Context: an optimization exercise on an open-source flow, tuned for small area, a short achievable clock period and few clock cycles. The choices shown serve that exercise and are no tape-out recipe. The RTL was checked by simulation tests, not by an equivalence proof against the original design.

cedar:
// associative_memory
module associative_memory
(
	input Clk_CI, Reset_RI,
	input ValidIn_SI, ReadyIn_SI,
	output ReadyOut_SO, ValidOut_SO,
	input [2-1:0] ModeIn_SI,
	input [5-1:0] LabelIn_DI,
	input [0:1000-1] HypervectorIn_DI,
	output [5-1:0] LabelOut_DO,
	output [10-1:0] DistanceOut_DO
);
Size in the first run: about 49000 cells after synthesis, about 1000 I/O pins, roughly 0.83 mm² of cells after synthesis.
export LEC_CHECK = 0
export CAP_MARGIN = 40
export CORE_MARGIN = 2
export CORE_UTILIZATION = 65
export CTS_CLUSTER_DIAMETER = 80
export CTS_CLUSTER_SIZE = 24
export PLACE_DENSITY = 0.7
export SLEW_MARGIN = 40
export SYNTH_HIERARCHICAL = 1
export TNS_END_PERCENT = 100
create_clock -name core_clock -period 13.5 [get_ports {Clk_CI}]
standard.sh (not shown) runs the stock make flow with config.mk's settings and CLKGATE_MAP_FILE= SYNTH_SCRIPT=/design/flow/synth_recipe.tcl, a recipe that flattens the netlist after the stock synthesis.
==> flow/flow/run.sh <==
#!/bin/bash
# Layout flow: the standard flow (standard.sh, all steps from synthesis to
# the final layout, with flow/config.mk's settings), changed in two ways:
#  - timing repair aims for 9 ns of setup slack on the 13.5 ns clock, so that
#    the repair steps keep working on paths longer than 4.5 ns;
#  - every port gets a sky130_fd_sc_hd__buf_2 buffer.
# The clock period, the constraints and everything else are the standard flow's.
# make's output goes to run_standard.log; each ORFS step logs under orfs/logs/.
set -euo pipefail
bash standard.sh SETUP_SLACK_MARGIN=9 "BUFFER_PORTS_ARGS=-buffer_cell sky130_fd_sc_hd__buf_2" finish > run_standard.log 2>&1
cedar completed every stage of the flow, and the final layout passed the timing, DRC and antenna checks.
Testbench counts of cedar, summed over its fixed seeds: cycles 1,112.
--- input diff cedar..oak ---
- CORE_UTILIZATION now 55, was 65
- PLACE_DENSITY no longer set, was 0.7
### Flow results
In the final design statistics, oak uses more standard cells in total than cedar. Delta (oak minus cedar): cell row count went up. The lower clock period minus final worst setup slack came out of oak. Diff cedar..oak | maximum clock frequency | negligible. cedar and oak ended up with roughly the same final critical-path share of the clock period. Compared with cedar, oak shows a count of buffers added by post-CTS timing repair for setup that is 8 higher. Summary of oak over cedar: smallest setup slack after layout moved up; clock buffer count in the final layout moved down; total routed wirelength moved up.

## job 101
associative_memory, a different RTL version from the one above (not shown whole).
Size: ~49000 cells after synthesis, about 17000 flip-flops, ~1000 I/O pins.
==> flow/config.mk <==
export PLATFORM = sky130hd
export DESIGN_NAME = associative_memory
export DESIGN_NICKNAME = associative_memory
export VERILOG_FILES = /design/flow/design.v
export SDC_FILE = /design/flow/constraint.sdc
export NUM_CORES = 8
export LEC_CHECK = 0
export CAP_MARGIN = 20
export CORE_MARGIN = 2
export CORE_UTILIZATION = 60
export CTS_CLUSTER_DIAMETER = 80
export CTS_CLUSTER_SIZE = 24
export SLEW_MARGIN = 20
export SYNTH_HIERARCHICAL = 1
export TNS_END_PERCENT = 100
==> flow/constraint.sdc <==
create_clock -name core_clock -period 13.5 [get_ports {Clk_CI}]
set_input_delay 2.7000 -clock core_clock [delete_from_list [all_inputs] [get_ports {Clk_CI}]]
set_output_delay 2.7000 -clock core_clock [all_outputs]
set_load 0.01 [all_outputs]
==> flow/flow/run.sh <==
#!/bin/bash
# Layout flow: the standard flow (standard.sh, all steps from synthesis to
# the final layout, with flow/config.mk's settings), changed in two ways:
#  - timing repair aims for 9.4 ns of setup slack on the 13.5 ns clock, so that
#    the repair steps keep working on paths longer than 4.1 ns;
#  - every port gets a sky130_fd_sc_hd__buf_2 buffer.
# The clock period, the constraints and everything else are the standard flow's.
# make's output goes to run_standard.log; each ORFS step logs under orfs/logs/.
set -euo pipefail
bash standard.sh SETUP_SLACK_MARGIN=9.4 "BUFFER_PORTS_ARGS=-buffer_cell sky130_fd_sc_hd__buf_2" finish > run_standard.log 2>&1
Testbench counts of job 101, summed over its fixed seeds: cycles 1,112.
## Diff of input files: job 104 against job 101
- SLEW_MARGIN changed from 20 to 40
- CORE_UTILIZATION changed from 60 to 55
- CAP_MARGIN changed from 20 to 40
==> flow/flow/run.sh <==
#!/bin/bash
# Layout flow: the standard flow (standard.sh, all steps from synthesis to
# the final layout, with flow/config.mk's settings), changed in two ways:
#  - timing repair aims for 9.25 ns of setup slack on the 13.5 ns clock, so that
#    the repair steps keep working on paths longer than 4.25 ns;
#  - every port gets a sky130_fd_sc_hd__buf_2 buffer.
# The clock period, the constraints and everything else are the standard flow's.
# make's output goes to run_standard.log; each ORFS step logs under orfs/logs/.
set -euo pipefail
bash standard.sh SETUP_SLACK_MARGIN=9.25 "BUFFER_PORTS_ARGS=-buffer_cell sky130_fd_sc_hd__buf_2" finish > run_standard.log 2>&1
### Flow results
On smallest setup slack after layout, job 104 and job 101 are neck and neck.
Compared with job 101, in job 104 via count fell by 1405; worst slew slack as a fraction of its limit rose by 14 points; aggregate routed wire length rose by about 3%; post-route cell area rose by 0.31%.
The die used by job 104 is larger than the one used by job 101.
[job 104 vs job 101] worst hold slack: higher in job 104
Across both runs, die height was higher for job 104 than for job 101.

## xenon
associative_memory again, from the RTL that the note above started with.
==> flow/config.mk <==
export PLATFORM = sky130hd
export DESIGN_NAME = associative_memory
export DESIGN_NICKNAME = associative_memory
export VERILOG_FILES = /design/flow/design.v
export SDC_FILE = /design/flow/constraint.sdc
export NUM_CORES = 8
export LEC_CHECK = 0
export CAP_MARGIN = 40
export CORE_MARGIN = 2
export CORE_UTILIZATION = 55
export CTS_CLUSTER_DIAMETER = 80
export CTS_CLUSTER_SIZE = 24
export SLEW_MARGIN = 40
export SYNTH_HIERARCHICAL = 1
export TNS_END_PERCENT = 100
==> flow/constraint.sdc <==
create_clock -name core_clock -period 13.5 [get_ports {Clk_CI}]
set_input_delay 2.7000 -clock core_clock [delete_from_list [all_inputs] [get_ports {Clk_CI}]]
set_output_delay 2.7000 -clock core_clock [all_outputs]
set_load 0.01 [all_outputs]
==> flow/flow/run.sh <==
#!/bin/bash
# Layout flow: the standard flow (standard.sh, all steps from synthesis to
# the final layout, with flow/config.mk's settings), changed in two ways:
#  - timing repair aims for 9.4 ns of setup slack on the 13.5 ns clock, so that
#    the repair steps keep working on paths longer than 4.1 ns;
#  - every port gets a sky130_fd_sc_hd__buf_2 buffer.
# The clock period, the constraints and everything else are the standard flow's.
# make's output goes to run_standard.log; each ORFS step logs under orfs/logs/.
set -euo pipefail
bash standard.sh SETUP_SLACK_MARGIN=9.4 "BUFFER_PORTS_ARGS=-buffer_cell sky130_fd_sc_hd__buf_2" finish > run_standard.log 2>&1
In summary, xenon completed successfully, with a layout that passed the timing, DRC and antenna checks.
Testbench counts of xenon, summed over its fixed seeds: cycles 1,112.
Setup changes, xenon to zinc
- SLEW_MARGIN changed from 40 to 20
- CAP_MARGIN changed from 40 to 20
diff --git a/flow/flow/run.sh b/flow/flow/run.sh
--- a/flow/flow/run.sh
+++ b/flow/flow/run.sh
@@ -5,3 +5,3 @@
 #    the repair steps keep working on paths longer than 4.1 ns;
-#  - every port gets a sky130_fd_sc_hd__buf_2 buffer.
+#  - every port gets a sky130_fd_sc_hd__buf_1 buffer.
 # The clock period, the constraints and everything else are the standard flow's.
@@ -9,2 +9,2 @@
 set -euo pipefail
-bash standard.sh SETUP_SLACK_MARGIN=9.4 "BUFFER_PORTS_ARGS=-buffer_cell sky130_fd_sc_hd__buf_2" finish > run_standard.log 2>&1
+bash standard.sh SETUP_SLACK_MARGIN=9.4 "BUFFER_PORTS_ARGS=-buffer_cell sky130_fd_sc_hd__buf_1" finish > run_standard.log 2>&1
Notes after the runs:
Diff xenon -> zinc: post-route minimum period shows no meaningful change, area added between synthesis and finish down 0.26 points. Looking at zinc and xenon, the footprint of the multi-input gates is a wash. Global routing met1 resource utilization, zinc and xenon: smaller value in zinc. Between zinc and xenon, the final cell count without fillers does not differ in any meaningful way. ~same cell area in zinc and xenon. Via count of the routed design: zinc vs xenon down 0.51%. The setup slack of the most critical reg-to-reg path of xenon and that of zinc are within noise of each other. The flow completed for zinc, but it is not clean: the layout still shows antenna violations.
[inputs] lagoon vs zinc
diff --git a/flow/flow/run.sh b/flow/flow/run.sh
--- a/flow/flow/run.sh
+++ b/flow/flow/run.sh
@@ -5,3 +5,3 @@
 #    the repair steps keep working on paths longer than 4.1 ns;
-#  - every port gets a sky130_fd_sc_hd__buf_1 buffer.
+#  - every port gets a sky130_fd_sc_hd__buf_2 buffer.
 # The clock period, the constraints and everything else are the standard flow's.
@@ -9,2 +9,2 @@
 set -euo pipefail
-bash standard.sh SETUP_SLACK_MARGIN=9.4 "BUFFER_PORTS_ARGS=-buffer_cell sky130_fd_sc_hd__buf_1" finish > run_standard.log 2>&1
+bash standard.sh SETUP_SLACK_MARGIN=9.4 "BUFFER_PORTS_ARGS=-buffer_cell sky130_fd_sc_hd__buf_2" finish > run_standard.log 2>&1
## What came out
lagoon: no failed stages, no open violations at the end. Non-clock buffer count in lagoon is about 1.8% above zinc. Fmax | lagoon vs zinc | lagoon faster. Compared with zinc, lagoon shows a lower routing usage on met2. Looking at count of filler cells inserted in the layout, lagoon sits below zinc. Compared with zinc, in lagoon number of buffers created by CTS went down 6, number of cells in the design after placement held, flip-flop and latch share of the layout cell area held. Looking at source of the critical timing path, the OutD_DP[2] result is from lagoon; the ReadyOut_SP one comes from zinc.
Changes in violet relative to lagoon:
- changing SLEW_MARGIN from 20 to 40
- changing CAP_MARGIN from 20 to 40
- changing TNS_END_PERCENT from 100 to 30
Results
- violet -> lagoon: total non-filler cell area in the finished layout flat
- Non-clock buffer count | violet above lagoon
- violet and lagoon ended up with roughly the same combined area of the multi-input logic cells.
- Against lagoon, setup slack in violet came out worse.
- Compared lagoon against violet; register fraction of the total cell area within noise.
- Sort violet and lagoon by final-layout worst hold slack desc -> top: violet
- Run comparison: lagoon most frequent standard cell in the layout excluding fill and tap cells sky130_fd_sc_hd__nand2_1; violet most frequent standard cell in the layout excluding fill and tap cells sky130_fd_sc_hd__fa_1
- The lower met3 usage in global routing came out of violet.

lane 1:
associative_memory again, from the RTL that the note above started with.
## associative_memory
module associative_memory
(
	input Clk_CI, Reset_RI,
	input ValidIn_SI, ReadyIn_SI,
	output ReadyOut_SO, ValidOut_SO,
	input [2-1:0] ModeIn_SI,
	input [5-1:0] LabelIn_DI,
	input [0:1000-1] HypervectorIn_DI,
	output [5-1:0] LabelOut_DO,
	output [10-1:0] DistanceOut_DO
);
==> flow/config.mk <==
export PLATFORM = sky130hd
export DESIGN_NAME = associative_memory
export DESIGN_NICKNAME = associative_memory
export VERILOG_FILES = /design/flow/design.v
export SDC_FILE = /design/flow/constraint.sdc
export NUM_CORES = 8
export LEC_CHECK = 0
export CAP_MARGIN = 20
export CORE_MARGIN = 2
export CORE_UTILIZATION = 55
export CTS_CLUSTER_DIAMETER = 80
export CTS_CLUSTER_SIZE = 24
export PLACE_DENSITY = 0.66
export SLEW_MARGIN = 20
export SYNTH_HIERARCHICAL = 1
export TNS_END_PERCENT = 100
==> flow/constraint.sdc <==
create_clock -name core_clock -period 13.5 [get_ports {Clk_CI}]
set_input_delay 2.7000 -clock core_clock [delete_from_list [all_inputs] [get_ports {Clk_CI}]]
set_output_delay 2.7000 -clock core_clock [all_outputs]
set_load 0.01 [all_outputs]
==> flow/flow/run.sh <==
#!/bin/bash
# Layout flow: the standard flow (standard.sh, all steps from synthesis to
# the final layout, with flow/config.mk's settings), changed in two ways:
#  - timing repair aims for 9.4 ns of setup slack on the 13.5 ns clock, so that
#    the repair steps keep working on paths longer than 4.1 ns;
#  - every port gets a sky130_fd_sc_hd__buf_2 buffer.
# The clock period, the constraints and everything else are the standard flow's.
# make's output goes to run_standard.log; each ORFS step logs under orfs/logs/.
set -euo pipefail
bash standard.sh SETUP_SLACK_MARGIN=9.4 "BUFFER_PORTS_ARGS=-buffer_cell sky130_fd_sc_hd__buf_2" finish > run_standard.log 2>&1
In summary, lane 1 completed successfully, with a layout that passed the timing, DRC and antenna checks.
Testbench counts of lane 1, summed over its fixed seeds: cycles 1,112.
Input-level comparison between lane 2 and lane 1:
Settings: SLEW_MARGIN now 10, was 20; PLACE_DENSITY no longer set, was 0.66; CAP_MARGIN now 10, was 20.
### Flow results
Lane 2 against lane 1: clock insertion delay at the later pin of the skew report lower, largest net degree at the start of global routing lower.
Sort lane 2 and lane 1 by total inserted antenna cells asc -> top: lane 2
Diff lane 1 -> lane 2: multi-input logic cell count has remained practically unchanged; number of global-route vias before repair has remained practically unchanged.
Between lane 1 and lane 2, the synthesized area figures differ only marginally.

==> afterwards: timing with drivers on the ports <==
How much do the figures lean on ideal ports? The routed layouts below were timed once more, with nothing changed but the port constraints. Step 1, drivers: a clkbuf_16 drives Clk_CI and a buf_2 each remaining input, both assumed. Step 2 times the ports against the registers' clock, not the clock port: input delays grow and output delays shrink by t, the midpoint of the rising clock arrivals with the driver on. Three values: ideal ports, drivers, drivers and shift; two values: the first two.
run	shift t [ns]	setup slack, ns	worst setup path after step 2	clock arrival spread, ns	slew at the worst register clock pin (ns)
cedar	1.459	8.930 / 8.870 / 8.450	input to register	0.102 / 0.102	0.11 / 0.11
oak	1.511	8.941 / 8.819 / 8.426	input to register	0.093 / 0.094	0.11 / 0.11
job 101	1.503	9.055 / 8.857 / 8.253	input to register	0.098 / 0.098	0.11 / 0.11
job 104	1.498	9.057 / 8.866 / 8.442	input to register	0.077 / 0.078	0.11 / 0.11
xenon	1.502	9.053 / 8.861 / 8.461	input to register	0.083 / 0.083	0.11 / 0.11
zinc	1.486	9.054 / 8.859 / 8.076	input to register	0.077 / 0.077	0.11 / 0.11
lagoon	1.484	9.068 / 8.875 / 8.354	input to register	0.090 / 0.089	0.11 / 0.11
violet	1.500	9.059 / 8.868 / 8.450	input to register	0.078 / 0.077	0.11 / 0.11
lane 1	1.505	9.072 / 8.863 / 8.265	input to register	0.156 / 0.156	0.11 / 0.11
lane 2	1.494	9.066 / 8.874 / 8.362	input to register	0.081 / 0.080	0.11 / 0.11
The setup slack of zinc, which loses most, moves by -0.195 ns with the drivers and by -0.978 ns with both steps.
